Background: an optimization exercise with open tools, aiming at small area, a short achievable clock period and few clock cycles. Do not read the settings as production practice.
Only simulation tests tie the RTL to the original design; equivalence was not proved.

==> flow/design.v (excerpt) <==
module  des(input clk,
            input des_enable,
            input reset,
            input des_mode,
            input [1:64] data_i,
            input [1:64] key_i,
            output wire [1:64] data_o,
            output reg ready_o);
	wire [1:32] L_i_var, R_i_var;
	wire [1:28] C0, D0;
	wire [1:32] f;
	wire [1:56] Key_next;
	reg [1:32] L, R;
	reg [1:56] K;
	reg active;
	reg [3:0] cnt;
	wire idle = ~active & ~ready_o;
	wire last = (cnt == 4'd15);
	IP IP1(.in(data_i), .L_i_var(L_i_var), .R_i_var(R_i_var));
	IP_ni IP_ni(.in({R, L}), .out(data_o));
	pc_1 pc_1(.key_i(key_i), .C0(C0), .D0(D0));
	des_f des_f1(.R(R), .K(K), .f(f));
	key_get key_get(.K(K), .C0(C0), .D0(D0), .des_mode(des_mode), .idle(idle),
	                .cnt(cnt), .K_next(Key_next));
	wire [1:32] L_sel = idle ? R_i_var : (ready_o ? R : L);
	always @(posedge clk) begin
		R <= L_sel ^ (f & {32{active}});
		L <= idle ? L_i_var : (ready_o ? L : R);
		K <= Key_next;
		cnt <= active ? cnt + 4'd1 : 4'd0;
	end
	contrl contrl1(.clk(clk), .reset(reset), .des_enable(des_enable), .idle(idle),
	               .last(last), .active(active), .ready_o(ready_o));
endmodule
Size: ~1400 cells after synthesis, about 130 flip-flops, roughly 200 I/O pins, ~13000 um^2 of cells after synthesis.
export LEC_CHECK = 0
export CAP_MARGIN = 20
export CORE_MARGIN = 2
export CORE_UTILIZATION = 40
export PLACE_DENSITY = 0.6
export SLEW_MARGIN = 20
create_clock -name core_clock -period 5.0 [get_ports {clk}]
run.sh (not shown) runs the stock make flow with config.mk's settings and CLKGATE_MAP_FILE= SYNTH_SCRIPT=/design/flow/synth_recipe.tcl, a recipe that flattens the netlist after the stock synthesis.
Testbench counts at the start, summed over its fixed seeds: cycles 43,200.
Next try:
ABC_CLOCK_PERIOD_IN_PS = 1500   (was not set)
CORE_UTILIZATION = 60   (was 40)
PLACE_DENSITY = 0.7   (was 0.6)
SETUP_SLACK_MARGIN = 3.2   (was not set)
Outcome:
- Now the flow ended with an error in global routing (5_1_grt)
- synthesized cell count is unchanged
- synthesized area stays the same
Next try:
ABC_CLOCK_PERIOD_IN_PS = 2000   (was 1500)
CORE_UTILIZATION = 40   (was 60)
PLACE_DENSITY = 0.6   (was 0.7)
SETUP_SLACK_MARGIN = 3.0   (was 3.2)
With this change the flow completed with no timing, DRC or antenna violations. Synthesized area does not change. Synthesized cell count does not change.


## run 1
Another version of the RTL of des (not shown whole).
For scale: ~2100 cells after synthesis, roughly 200 I/O pins, roughly 13000 um2 of cells after synthesis.
export LEC_CHECK = 0
export ABC_AREA = 1
export CAP_MARGIN = 20
export CORE_MARGIN = 2
export CORE_UTILIZATION = 55
export CTS_BUF_LIST = sky130_fd_sc_hd__clkbuf_8
export PLACE_DENSITY = 0.7
export SETUP_SLACK_MARGIN = 3.0
export SLEW_MARGIN = 20
export TNS_END_PERCENT = 0
export BUFFER_PORTS_ARGS = -buffer_cell sky130_fd_sc_hd__buf_1
create_clock -name core_clock -period 5.0 [get_ports {clk}]
standard.sh (not shown) runs the stock make flow with config.mk's settings and CLKGATE_MAP_FILE= SYNTH_SCRIPT=/design/flow/synth_recipe.tcl, a recipe that flattens the netlist after the stock synthesis.
==> flow/flow/run.sh <==
#!/bin/bash
# The standard layout, with the port buffers that the standard flow puts on
# every input and output made as sky130_fd_sc_hd__buf_1 cells (plain buffers)
# instead of the delay buffers buffer_ports picks by default.
set -euo pipefail
echo 'export BUFFER_PORTS_ARGS = -buffer_cell sky130_fd_sc_hd__buf_1' >> config.mk
bash standard.sh > standard.log 2>&1
Run 1 finished every stage and its layout cleared the timing, design-rule and antenna checks.
Testbench counts of run 1, summed over its fixed seeds: cycles 43,200.
[inputs] run 2 vs run 1
- swapping 0.7 for 0.6 in PLACE_DENSITY
- swapping 55 for 40 in CORE_UTILIZATION
- clearing TNS_END_PERCENT, which used to be 0
- clearing CTS_BUF_LIST, which used to be sky130_fd_sc_hd__clkbuf_8
- clearing BUFFER_PORTS_ARGS, which used to be -buffer_cell sky130_fd_sc_hd__buf_1
- clearing ABC_AREA, which used to be 1
==> flow/run.sh (new file) <==
#!/bin/bash
# synth_recipe.tcl (not shown) runs the flow's synth.tcl, then flattens the netlist and writes it again
# the make line also repeats each setting of config.mk as NAME=value (left out here)
make -C /OpenROAD-flow-scripts/flow DESIGN_CONFIG=/design/flow/config.mk WORK_HOME=/design/flow/orfs CLKGATE_MAP_FILE= SYNTH_SCRIPT=/design/flow/synth_recipe.tcl finish
removed: flow/flow/run.sh
removed: flow/standard.sh
Findings:
Met3 usage in global routing: run 2 < run 1. Compared with run 1, run 2 shows a higher final critical-path required period. Critical path startpoint = A[43]: run 2; critical path startpoint = contrl1.ready_o: run 1. Post-route clock skew: run 2 vs run 1 down 0.011 ns. Run 1 → run 2: required time at the endpoint of the critical path shows an increase of 1.33 ns; post-route cell area +18%; number of rows created at floorplan has increased.
### run 2 -> run 3
- SETUP_SLACK_MARGIN changed from 3.0 to 3.3
- ABC_AREA newly set to 1
- TNS_END_PERCENT newly set to 0
- CORE_UTILIZATION changed from 40 to 55
- BUFFER_PORTS_ARGS newly set to -buffer_cell sky130_fd_sc_hd__buf_1
- PLACE_DENSITY changed from 0.6 to 0.7
==> flow/flow/run.sh (new file) <==
#!/bin/bash
# The standard layout, with the port buffers that the standard flow puts on
# every input and output made as sky130_fd_sc_hd__buf_1 cells (plain buffers)
# instead of the delay buffers buffer_ports picks by default.
set -euo pipefail
echo 'export BUFFER_PORTS_ARGS = -buffer_cell sky130_fd_sc_hd__buf_1' >> config.mk
bash standard.sh > standard.log 2>&1
==> flow/standard.sh (new file) <==
#!/bin/bash
# synth_recipe.tcl (not shown) runs the flow's synth.tcl, then flattens the netlist and writes it again
# the make line also repeats each setting of config.mk as NAME=value (left out here)
make -C /OpenROAD-flow-scripts/flow DESIGN_CONFIG=/design/flow/config.mk WORK_HOME=/design/flow/orfs CLKGATE_MAP_FILE= SYNTH_SCRIPT=/design/flow/synth_recipe.tcl "${@:-finish}"
removed: flow/run.sh
## What came out
Measured against each other, run 3 and run 2 differ in maximum clock frequency, the higher figure coming from run 3.
Run 2 has higher layout overhead on the synthesized area than run 3.
Going from run 2 to run 3, cell count grew by more than 10%.
Having completed the whole flow, run 2 delivered a layout that passed the timing, design-rule and antenna checks.
Run 3 completed; timing, DRC and antenna clean
[run 3] wire length of the first global-routing pass rose about 3.5% relative to run 2
Area of the mapped netlist: run 3 worse than run 2
The lower die area came out of run 3.
The clock tree skew after final layout number comes out higher for run 3 vs run 2.
Inputs modified between run 3 and run 4:
- SETUP_SLACK_MARGIN: 3.3 -> 2.8
- CORE_UTILIZATION: 55 -> 50
- PLACE_DENSITY: 0.7 -> 0.65
- BUFFER_PORTS_ARGS: -buffer_cell sky130_fd_sc_hd__buf_1 -> unset
- ABC_AREA: 1 -> unset
- TNS_END_PERCENT: 0 -> unset
==> flow/run.sh (new file) <==
#!/bin/bash
# synth_recipe.tcl (not shown) runs the flow's synth.tcl, then flattens the netlist and writes it again
# the make line also repeats each setting of config.mk as NAME=value (left out here)
make -C /OpenROAD-flow-scripts/flow DESIGN_CONFIG=/design/flow/config.mk WORK_HOME=/design/flow/orfs CLKGATE_MAP_FILE= SYNTH_SCRIPT=/design/flow/synth_recipe.tcl finish
removed: flow/flow/run.sh
removed: flow/standard.sh
==> comparison <==
On area after detailed placement: run 4 sits above run 3. For the synthesized instance count, run 4 came in about 30% lower than run 3 did. Run 4 vs. run 3: number of clock buffers in the layout picked up an extra 4, total via count in the routed design lost about 17%, global-route wire length before repair lost about 10%, post-route non-filler standard cell count lost 561.
What run 5 does differently from run 4 at the input level:
- CORE_UTILIZATION: 50 -> 40
- PLACE_DENSITY: 0.65 -> 0.6
- TNS_END_PERCENT: unset -> 0
- SETUP_SLACK_MARGIN: 2.8 -> 3.0
Results
- In the flow results for run 4 and run 5, the total routing usage reported by global routing is smaller on run 5.
- Hold slack essentially unchanged between run 4 and run 5.
- Compared with run 4, run 5 shows a lower via count of the first global-routing pass.
- Run 5 against run 4: clock skew now sits at about the same level; worst-case setup slack after placement now sits lower; worst setup slack after layout now sits lower; detailed-route wire length now sits lower.
- Between run 4 and run 5, the wire length of the first global-routing pass does not differ in any meaningful way.


## exp/harbor
des again, from the RTL that the note above started with.
Settings: LEC_CHECK=0, CAP_MARGIN=20, CORE_MARGIN=2, CORE_UTILIZATION=55, PLACE_DENSITY=0.7, SETUP_SLACK_MARGIN=3.0, SLEW_MARGIN=20, TNS_END_PERCENT=0, BUFFER_PORTS_ARGS=-buffer_cell sky130_fd_sc_hd__buf_1; clock period 5.0 ns.
==> flow/flow/run.sh <==
#!/bin/bash
# The standard layout, with the port buffers that the standard flow puts on
# every input and output made as sky130_fd_sc_hd__buf_1 cells (plain buffers)
# instead of the delay buffers buffer_ports picks by default.
set -euo pipefail
echo 'export BUFFER_PORTS_ARGS = -buffer_cell sky130_fd_sc_hd__buf_1' >> config.mk
bash standard.sh > standard.log 2>&1
exp/harbor reached the final stage; the timing, design-rule and antenna checks on its layout passed.
Testbench counts of exp/harbor, summed over its fixed seeds: cycles 43,200.
Here is what was changed in the inputs of exp/lagoon compared with exp/harbor.
Settings: swapping 0.7 for 0.6 in PLACE_DENSITY; clearing BUFFER_PORTS_ARGS, which used to be -buffer_cell sky130_fd_sc_hd__buf_1; clearing TNS_END_PERCENT, which used to be 0; swapping 55 for 40 in CORE_UTILIZATION; swapping 3.0 for 2.8 in SETUP_SLACK_MARGIN.
==> flow/run.sh (new file) <==
#!/bin/bash
# synth_recipe.tcl (not shown) runs the flow's synth.tcl, then flattens the netlist and writes it again
# the make line also repeats each setting of config.mk as NAME=value (left out here)
make -C /OpenROAD-flow-scripts/flow DESIGN_CONFIG=/design/flow/config.mk WORK_HOME=/design/flow/orfs CLKGATE_MAP_FILE= SYNTH_SCRIPT=/design/flow/synth_recipe.tcl finish
removed: flow/flow/run.sh
removed: flow/standard.sh
## What came out
- exp/harbor reports its timing startpoint of the critical path as A[46] while exp/lagoon reports A[48].
- [compare] base=exp/harbor new=exp/lagoon: met2 routed wirelength rose by about 8%, via count now smaller.
- Compared with exp/harbor, in exp/lagoon share of cells above drive strength 1 went up by 3.6 points; net count reported at finish went up by 29.
--- input diff exp/lagoon..exp/pepper ---
Settings: setting ABC_AREA to 1 for the first time; changing CORE_UTILIZATION from 40 to 55; setting TNS_END_PERCENT to 0 for the first time; changing SETUP_SLACK_MARGIN from 2.8 to 3.0; changing PLACE_DENSITY from 0.6 to 0.7; setting BUFFER_PORTS_ARGS to -buffer_cell sky130_fd_sc_hd__buf_1 for the first time.
==> flow/flow/run.sh (new file) <==
#!/bin/bash
# The standard layout, with the port buffers that the standard flow puts on
# every input and output made as sky130_fd_sc_hd__buf_1 cells (plain buffers)
# instead of the delay buffers buffer_ports picks by default.
set -euo pipefail
echo 'export BUFFER_PORTS_ARGS = -buffer_cell sky130_fd_sc_hd__buf_1' >> config.mk
bash standard.sh > standard.log 2>&1
==> flow/standard.sh (new file) <==
#!/bin/bash
# synth_recipe.tcl (not shown) runs the flow's synth.tcl, then flattens the netlist and writes it again
# the make line also repeats each setting of config.mk as NAME=value (left out here)
make -C /OpenROAD-flow-scripts/flow DESIGN_CONFIG=/design/flow/config.mk WORK_HOME=/design/flow/orfs CLKGATE_MAP_FILE= SYNTH_SCRIPT=/design/flow/synth_recipe.tcl "${@:-finish}"
removed: flow/run.sh
[summary]
- Between exp/lagoon and exp/pepper, worst-case headroom to the max-slew limit increased.
- Delta (exp/pepper minus exp/lagoon): post-route non-filler standard cell count increased 24%, non-clock buffer count decreased by 69 relative to the old numbers.
Setup changes, exp/pepper to exp/fjord
Settings: CTS_BUF_LIST: unset -> sky130_fd_sc_hd__clkbuf_8; ABC_AREA: 1 -> unset.
Findings:
- exp/pepper → exp/fjord: critical path depth increased 7, number of inverters outside the clock class in the layout decreased 74%, multi-input gate share of total cell area increased 1.9 points.
- When exp/fjord is measured against exp/pepper, its routability congestion estimate turns out 0.064 lower.
- Of exp/pepper and exp/fjord, the lower setup slack belongs to exp/fjord.

-- port drivers added, routing unchanged --
In the flow no input, the clock included, has a driving cell. The finished layouts below were timed again as built, in two steps. Step 1: set_driving_cell puts a clkbuf_16 on clk and a buf_2 on each other input, an assumption about the parent block. Step 2, shift: input delay + t, output delay - t, t = (earliest + latest rising clock arrival at the registers) / 2. This alone moves slack from input paths to output paths. Slacks: no drivers / after step 1 / after step 2; pairs: no drivers / after step 1.
run | t, ns | slack for setup (ns) | slew at the worst register clock pin (ns)
the first run of note 1 | 0.489 | 1.528 / 1.528 / 1.528 | 0.07 / 0.07
the third run of note 1 | 0.495 | 2.478 / 2.478 / 2.478 | 0.07 / 0.07
run 1 | 0.528 | 2.802 / 2.756 / 2.331 | 0.13 / 0.13
run 2 | 0.475 | 2.586 / 2.586 / 2.484 | 0.07 / 0.07
run 3 | 0.485 | 2.793 / 2.742 / 2.433 | 0.08 / 0.08
run 4 | 0.478 | 2.705 / 2.705 / 2.422 | 0.08 / 0.08
run 5 | 0.484 | 2.606 / 2.606 / 2.209 | 0.08 / 0.08
exp/harbor | 0.490 | 2.707 / 2.707 / 2.453 | 0.08 / 0.08
exp/lagoon | 0.475 | 2.650 / 2.650 / 2.390 | 0.07 / 0.07
exp/pepper | 0.499 | 2.848 / 2.797 / 2.456 | 0.08 / 0.08
exp/fjord | 0.524 | 2.685 / 2.685 / 2.455 | 0.11 / 0.11
After both steps setup and hold are still met in every run listed. For run 1, which loses most, drivers alone change the setup slack by -0.046 ns; drivers and shift together by -0.471 ns.
